Source: an optimization exercise on an open RTL-to-GDS flow (aim: small area). Production flows keep margins and buffers that such runs may drop.
Function was checked by simulation only, so behaviour that the tests miss may differ from the original.

==> v6: inputs <==
==> flow/design.v (excerpt) <==
module gpio_axil #
(
    parameter NUM_GPIO = 32,  
    parameter AXIL_ADDR_WIDTH = 16,
    parameter AXIL_ADDR_BASE = 0,
    parameter RB_NEXT_PTR = 0
)
(
    input  wire                         clk,
    input  wire                         rst,
    input  wire [AXIL_ADDR_WIDTH-1:0]   s_axil_awaddr,
    input  wire [2:0]                   s_axil_awprot,
    input  wire                         s_axil_awvalid,
    output wire                         s_axil_awready,
    input  wire [31:0]                  s_axil_wdata,
    input  wire [3:0]                   s_axil_wstrb,
    input  wire                         s_axil_wvalid,
    output wire                         s_axil_wready,
    output wire [1:0]                   s_axil_bresp,
    output wire                         s_axil_bvalid,
    input  wire                         s_axil_bready,
    input  wire [AXIL_ADDR_WIDTH-1:0]   s_axil_araddr,
    input  wire [2:0]                   s_axil_arprot,
    input  wire                         s_axil_arvalid,
    output wire                         s_axil_arready,
    output wire [31:0]                  s_axil_rdata,
    output wire [1:0]                   s_axil_rresp,
    output wire                         s_axil_rvalid,
    input  wire                         s_axil_rready,
    output wire                         irq,
    input  wire [NUM_GPIO-1:0]          gpio_i,
    output wire [NUM_GPIO-1:0]          gpio_t,
    output wire [NUM_GPIO-1:0]          gpio_o
);
clock: 5.0 ns
lec_check: 0
cap_margin: 20
core_margin: 2
core_utilization: 50
slew_margin: 20
synth_hierarchical: 1
standard.sh (not shown) runs the stock make flow with config.mk's settings and CLKGATE_MAP_FILE= SYNTH_SCRIPT=/design/flow/synth_recipe.tcl, a recipe that flattens the netlist after the stock synthesis.
==> flow/flow/run.sh <==
#!/bin/bash
# Standard layout, except: combinational cells start at their smallest drive
# strength, the ports get the smallest buffer, and the clock tree uses
# larger leaf clusters.
set -o pipefail
here=$(cd "$(dirname "$0")" && pwd)
bash standard.sh \
  "PRE_FLOORPLAN_TCL=$here/downsize.tcl" \
  "BUFFER_PORTS_ARGS=-buffer_cell sky130_fd_sc_hd__buf_1" \
  "CTS_ARGS=-sink_clustering_enable -repair_clock_nets -dont_use_dummy_load -buf_list {sky130_fd_sc_hd__clkbuf_8 sky130_fd_sc_hd__clkbuf_16} -sink_clustering_size 36 -sink_clustering_max_diameter 70" \
  finish > standard.log 2>&1
==> flow/flow/downsize.tcl <==
# Before floorplanning: put every combinational cell at the smallest drive
# strength of its function. The repairs later in the flow size up whatever
# timing, slew or capacitance needs.
set ds_dont_use $::env(DONT_USE_CELLS)
set ds_count 0
foreach inst [get_cells *] {
  set master [get_property $inst ref_name]
  if {![regexp {^(sky130_fd_sc_hd__[a-z0-9]+)_([0-9]+)$} $master -> base drive]} { continue }
  if {[regexp {__(df|edf|sdf|dl|conb|tap|fill|decap|clk)} $base]} { continue }
  set best $master
  set best_area [get_property [lindex [get_lib_cells */$master] 0] area]
  foreach cand [get_lib_cells */${base}_*] {
    set cname [get_name $cand]
    if {![regexp "^${base}_\[0-9\]+\$" $cname]} { continue }
    if {[lsearch -exact $ds_dont_use $cname] >= 0} { continue }
    set a [get_property $cand area]
    if {$a < $best_area - 1e-6} { set best $cname; set best_area $a }
  }
  if {$best ne $master} {
    replace_cell $inst [lindex [get_lib_cells */$best] 0]
    incr ds_count
  }
}
puts "downsize: $ds_count cells set to their smallest drive strength"
==> v14 (differences from v6) <==
--- a/flow/design.v
+++ b/flow/design.v
@@ -51,16 +51,16 @@
 assign s_axil_arready = s_axil_arready_reg;
 assign s_axil_rdata = s_axil_rdata_reg;
 assign s_axil_rresp = 2'b00;
 assign s_axil_rvalid = s_axil_rvalid_reg;
 reg software_rst;
-reg [31:0] data_tristate_reg;  
+reg [31:0] data_direct_reg;
 reg [31:0] data_output_reg;
 reg [31:0] data_input_reg;
 reg [31:0] data_input_reg_last;
 assign gpio_o = data_output_reg[NUM_GPIO-1:0];
-assign gpio_t = data_tristate_reg[NUM_GPIO-1:0];
+assign gpio_t = ~data_direct_reg[NUM_GPIO-1:0];
 reg [31:0] irq_redge_en;
 reg [31:0] irq_fedge_en;
 reg [31:0] irq_bit_mask;
 reg [31:0] irq_status_summary_last;
 wire do_axil_write = s_axil_awvalid && s_axil_wvalid && !s_axil_awready_reg &&
@@ -79,14 +79,14 @@
 wire kill = rst || software_rst;
 wire [31:0] nx_dir, nx_out, nx_redge, nx_fedge, nx_mask, nx_last;
 genvar gb;
 generate
     for (gb = 0; gb < 4; gb = gb + 1) begin : g_byte
-        gpio_axil_ld8n u_dir (
-            .q_n(data_tristate_reg[gb*8 +: 8]), .d(s_axil_wdata[gb*8 +: 8]),
-            .hold_n(st_dir[gb] || kill), .load(st_dir[gb] && !kill),
-            .y_n(nx_dir[gb*8 +: 8]));
+        gpio_axil_ld8 u_dir (
+            .q(data_direct_reg[gb*8 +: 8]), .d(s_axil_wdata[gb*8 +: 8]),
+            .hold(!st_dir[gb] && !kill), .load(st_dir[gb] && !kill),
+            .y(nx_dir[gb*8 +: 8]));
         gpio_axil_ld8 u_out (
             .q(data_output_reg[gb*8 +: 8]), .d(s_axil_wdata[gb*8 +: 8]),
             .hold(!st_out[gb] && !kill), .load(st_out[gb] && !kill),
             .y(nx_out[gb*8 +: 8]));
         gpio_axil_ld8 u_redge (
@@ -124,58 +124,56 @@
 endgenerate
 assign irq = status_zero && (|new_events);
 wire       rd_hold = s_axil_rvalid_reg && !s_axil_rready;
 wire       rd_blk  = !rd_hold && (s_axil_araddr[15:6] == 10'd0);
 wire [3:0] rd_word = s_axil_araddr[5:2];
-wire [6:0] rd_sel = {
+wire [7:0] rd_sel = {
     rd_hold,
     rd_blk && (rd_word == 4'hF),    
     rd_blk && (rd_word == 4'hE),    
     rd_blk && (rd_word == 4'hD),    
     rd_blk && (rd_word == 4'hC),    
     rd_blk && (rd_word == 4'hB),    
-    rd_blk && (rd_word == 4'hA)     
+    rd_blk && (rd_word == 4'hA),    
+    rd_blk && (rd_word == 4'h9)     
 };
-wire rd_dir_n = !(rd_blk && (rd_word == 4'h9));
 wire rs_id  = rd_blk && (rd_word == 4'h0);
 wire rs_rev = rd_blk && (rd_word == 4'h1);
 wire rs_ptr = rd_blk && (rd_word == 4'h2);
 wire rs_cnt = rd_blk && (rd_word == 4'h8);
-wire [31:0] rd_const_n = ~(({32{rs_id}}  & ID_VALUE) |
-                           ({32{rs_rev}} & REV_VALUE) |
-                           ({32{rs_ptr}} & PTR_VALUE) |
-                           ({32{rs_cnt}} & CNT_VALUE));
+wire [31:0] rd_const = ({32{rs_id}}  & ID_VALUE) |
+                       ({32{rs_rev}} & REV_VALUE) |
+                       ({32{rs_ptr}} & PTR_VALUE) |
+                       ({32{rs_cnt}} & CNT_VALUE);
 wire [31:0] nx_rdata;
 genvar gr;
 generate
     for (gr = 0; gr < 32; gr = gr + 1) begin : g_rd
         if ((ID_VALUE[gr] | REV_VALUE[gr] | PTR_VALUE[gr] | CNT_VALUE[gr]) != 1'b0) begin : g_c
             gpio_axil_rd8c u_rd (
                 .sel(rd_sel),
                 .d({s_axil_rdata_reg[gr], irq_status_summary_last[gr], irq_bit_mask[gr],
                     irq_fedge_en[gr], irq_redge_en[gr], data_input_reg[gr],
-                    data_output_reg[gr]}),
-                .sel_n(rd_dir_n), .d_n(data_tristate_reg[gr]),
-                .c_n(rd_const_n[gr]), .y(nx_rdata[gr]));
+                    data_output_reg[gr], data_direct_reg[gr]}),
+                .c(rd_const[gr]), .y(nx_rdata[gr]));
         end else begin : g_n
             gpio_axil_rd8 u_rd (
                 .sel(rd_sel),
                 .d({s_axil_rdata_reg[gr], irq_status_summary_last[gr], irq_bit_mask[gr],
                     irq_fedge_en[gr], irq_redge_en[gr], data_input_reg[gr],
-                    data_output_reg[gr]}),
-                .sel_n(rd_dir_n), .d_n(data_tristate_reg[gr]),
+                    data_output_reg[gr], data_direct_reg[gr]}),
                 .y(nx_rdata[gr]));
         end
     end
 endgenerate
 always @(posedge clk) begin
     s_axil_awready_reg <= !rst && do_axil_write;
     s_axil_bvalid_reg  <= !rst && (do_axil_write || (s_axil_bvalid_reg && !s_axil_bready));
     s_axil_arready_reg <= !rst && do_axil_read;
     s_axil_rvalid_reg  <= !rst && (do_axil_read || (s_axil_rvalid_reg && !s_axil_rready));
     software_rst       <= !rst && wr_swrst;
-    data_tristate_reg <= nx_dir;
+    data_direct_reg <= nx_dir;
     data_output_reg <= nx_out;
     irq_redge_en    <= nx_redge;
     irq_fedge_en    <= nx_fedge;
     irq_bit_mask    <= nx_mask;
     data_input_reg  <= gpio_i & {32{!kill}};
@@ -215,55 +213,38 @@
 gpio_axil_aoi21  u_keep (.a1(capture), .a2(event_o), .b1(status), .y(keep_n));
 gpio_axil_nor2   u_next (.a(clr), .b(keep_n), .y(status_next));
 endmodule
 module gpio_axil_rd8
 (
-    input  wire [6:0] sel,
-    input  wire [6:0] d,
-    input  wire       sel_n,
-    input  wire       d_n,
+    input  wire [7:0] sel,
+    input  wire [7:0] d,
     output wire       y
 );
 wire [2:0] t;
 gpio_axil_aoi222 u_t0 (.a1(sel[0]), .a2(d[0]), .b1(sel[1]), .b2(d[1]), .c1(sel[2]), .c2(d[2]), .y(t[0]));
 gpio_axil_aoi222 u_t1 (.a1(sel[3]), .a2(d[3]), .b1(sel[4]), .b2(d[4]), .c1(sel[5]), .c2(d[5]), .y(t[1]));
-gpio_axil_a2bb2oi u_t2 (.a1_n(sel_n), .a2_n(d_n), .b1(sel[6]), .b2(d[6]), .y(t[2]));
+gpio_axil_aoi22  u_t2 (.a1(sel[6]), .a2(d[6]), .b1(sel[7]), .b2(d[7]), .y(t[2]));
 gpio_axil_nand3  u_y  (.a(t[0]), .b(t[1]), .c(t[2]), .y(y));
 endmodule
 module gpio_axil_rd8c
 (
-    input  wire [6:0] sel,
-    input  wire [6:0] d,
-    input  wire       sel_n,
-    input  wire       d_n,
-    input  wire       c_n,
+    input  wire [7:0] sel,
+    input  wire [7:0] d,
+    input  wire       c,
     output wire       y
 );
 wire [2:0] t;
 gpio_axil_aoi222 u_t0 (.a1(sel[0]), .a2(d[0]), .b1(sel[1]), .b2(d[1]), .c1(sel[2]), .c2(d[2]), .y(t[0]));
 gpio_axil_aoi222 u_t1 (.a1(sel[3]), .a2(d[3]), .b1(sel[4]), .b2(d[4]), .c1(sel[5]), .c2(d[5]), .y(t[1]));
-gpio_axil_a2bb2oi u_t2 (.a1_n(sel_n), .a2_n(d_n), .b1(sel[6]), .b2(d[6]), .y(t[2]));
-gpio_axil_nand4  u_y  (.a(t[0]), .b(t[1]), .c(t[2]), .d(c_n), .y(y));
-endmodule
-module gpio_axil_ld8n
-(
-    input  wire [7:0] q_n,
-    input  wire [7:0] d,
-    input  wire       hold_n,
-    input  wire       load,
-    output wire [7:0] y_n
-);
-assign y_n = ~((~q_n & {8{~hold_n}}) | (d & {8{load}}));
+gpio_axil_aoi221 u_t2 (.a1(sel[6]), .a2(d[6]), .b1(sel[7]), .b2(d[7]), .c1(c), .y(t[2]));
+gpio_axil_nand3  u_y  (.a(t[0]), .b(t[1]), .c(t[2]), .y(y));
 endmodule
 module gpio_axil_nand2 (input wire a, input wire b, output wire y);
 assign y = ~(a & b);
 endmodule
 module gpio_axil_nand3 (input wire a, input wire b, input wire c, output wire y);
 assign y = ~(a & b & c);
-endmodule
-module gpio_axil_nand4 (input wire a, input wire b, input wire c, input wire d, output wire y);
-assign y = ~(a & b & c & d);
 endmodule
 module gpio_axil_nor2 (input wire a, input wire b, output wire y);
 assign y = ~(a | b);
 endmodule
 module gpio_axil_nand4b (input wire a_n, input wire b, input wire c, input wire d, output wire y);
@@ -277,14 +258,10 @@
 endmodule
 module gpio_axil_aoi221 (input wire a1, input wire a2, input wire b1, input wire b2, input wire c1,
                          output wire y);
 assign y = ~((a1 & a2) | (b1 & b2) | c1);
 endmodule
-module gpio_axil_a2bb2oi (input wire a1_n, input wire a2_n, input wire b1, input wire b2,
-                          output wire y);
-assign y = ~((~a1_n & ~a2_n) | (b1 & b2));
-endmodule
 module gpio_axil_aoi222 (input wire a1, input wire a2, input wire b1, input wire b2, input wire c1,
                          input wire c2, output wire y);
 assign y = ~((a1 & a2) | (b1 & b2) | (c1 & c2));
 endmodule
 `resetall
==> flow/flow/run.sh (replaced) <==
#!/bin/bash
# Standard layout, except: combinational cells start at their smallest drive
# strength, the ports get the smallest buffer, and the clock tree uses
# larger leaf clusters.
set -o pipefail
here=$(cd "$(dirname "$0")" && pwd)
bash standard.sh \
  "PRE_FLOORPLAN_TCL=$here/downsize.tcl" \
  "BUFFER_PORTS_ARGS=-buffer_cell sky130_fd_sc_hd__buf_1" \
  "CTS_ARGS=-sink_clustering_enable -repair_clock_nets -buf_list sky130_fd_sc_hd__clkbuf_8 -sink_clustering_size 16 -sink_clustering_max_diameter 50" \
  finish > standard.log 2>&1
==> flow/flow/downsize.tcl (replaced) <==
# Before floorplanning: put every combinational cell at the smallest drive
# strength of its function. The repairs later in the flow size up whatever
# timing, slew or capacitance needs.
set lib_area {}
foreach lib [get_libs *] {
  foreach cell [get_lib_cells -quiet [get_name $lib]/*] {
    dict set lib_area [get_name $cell] [get_property $cell area]
  }
}
set dont_use {}
foreach c $::env(DONT_USE_CELLS) { lappend dont_use $c }
set n 0
foreach inst [[ord::get_db_block] getInsts] {
  set master [[$inst getMaster] getName]
  if {![regexp {^(sky130_fd_sc_hd__[a-z0-9]+)_([0-9]+)$} $master -> base drive]} { continue }
  if {[regexp {__(df|edf|sdf|dl|conb|tap|fill|decap|clk)} $base]} { continue }
  set best $master
  set best_area [dict get $lib_area $master]
  foreach cand [dict keys $lib_area ${base}_*] {
    if {![regexp "^${base}_\[0-9\]+\$" $cand]} { continue }
    if {[lsearch -exact $dont_use $cand] >= 0} { continue }
    set a [dict get $lib_area $cand]
    if {$a < $best_area - 1e-6} { set best $cand; set best_area $a }
  }
  if {$best ne $master} {
    replace_cell $inst [get_lib_cells $best]
    incr n
  }
}
puts "downsize: $n cells set to their smallest drive strength"
==> qor summary <==
item	v14	v6
Synth Warn #	7	7
Result of the run	stopped before the end	finished clean
Stage where the flow stopped	floorplan	-

## port drivers added, routing unchanged
The flow's constraints put no driver on any port. The routed layout listed below was extracted and timed again, unchanged, in two steps.
Step 1 sets driving cells, clkbuf_16 on the clock port and buf_2 on the other inputs (assumed; they add their load-dependent delay and slew).
Step 2 times the ports against the registers' clock, not the clock port: input delays grow and output delays shrink by t, the midpoint of the rising clock arrivals with the driver on.
a / b / c = no drivers / after step 1 / after step 2; a / b = the first two.
run: v6
t, ns: 0.538
setup WS [ns]: 1.584 / 1.612 / 1.074
worst hold slack (ns): 0.491 / 0.491 / 0.491
latest minus earliest clock arrival (ns): 0.028 / 0.028
After both steps setup and hold are still met in v6. The setup slack of v6 moves by +0.028 ns with the drivers and by -0.510 ns with both steps.
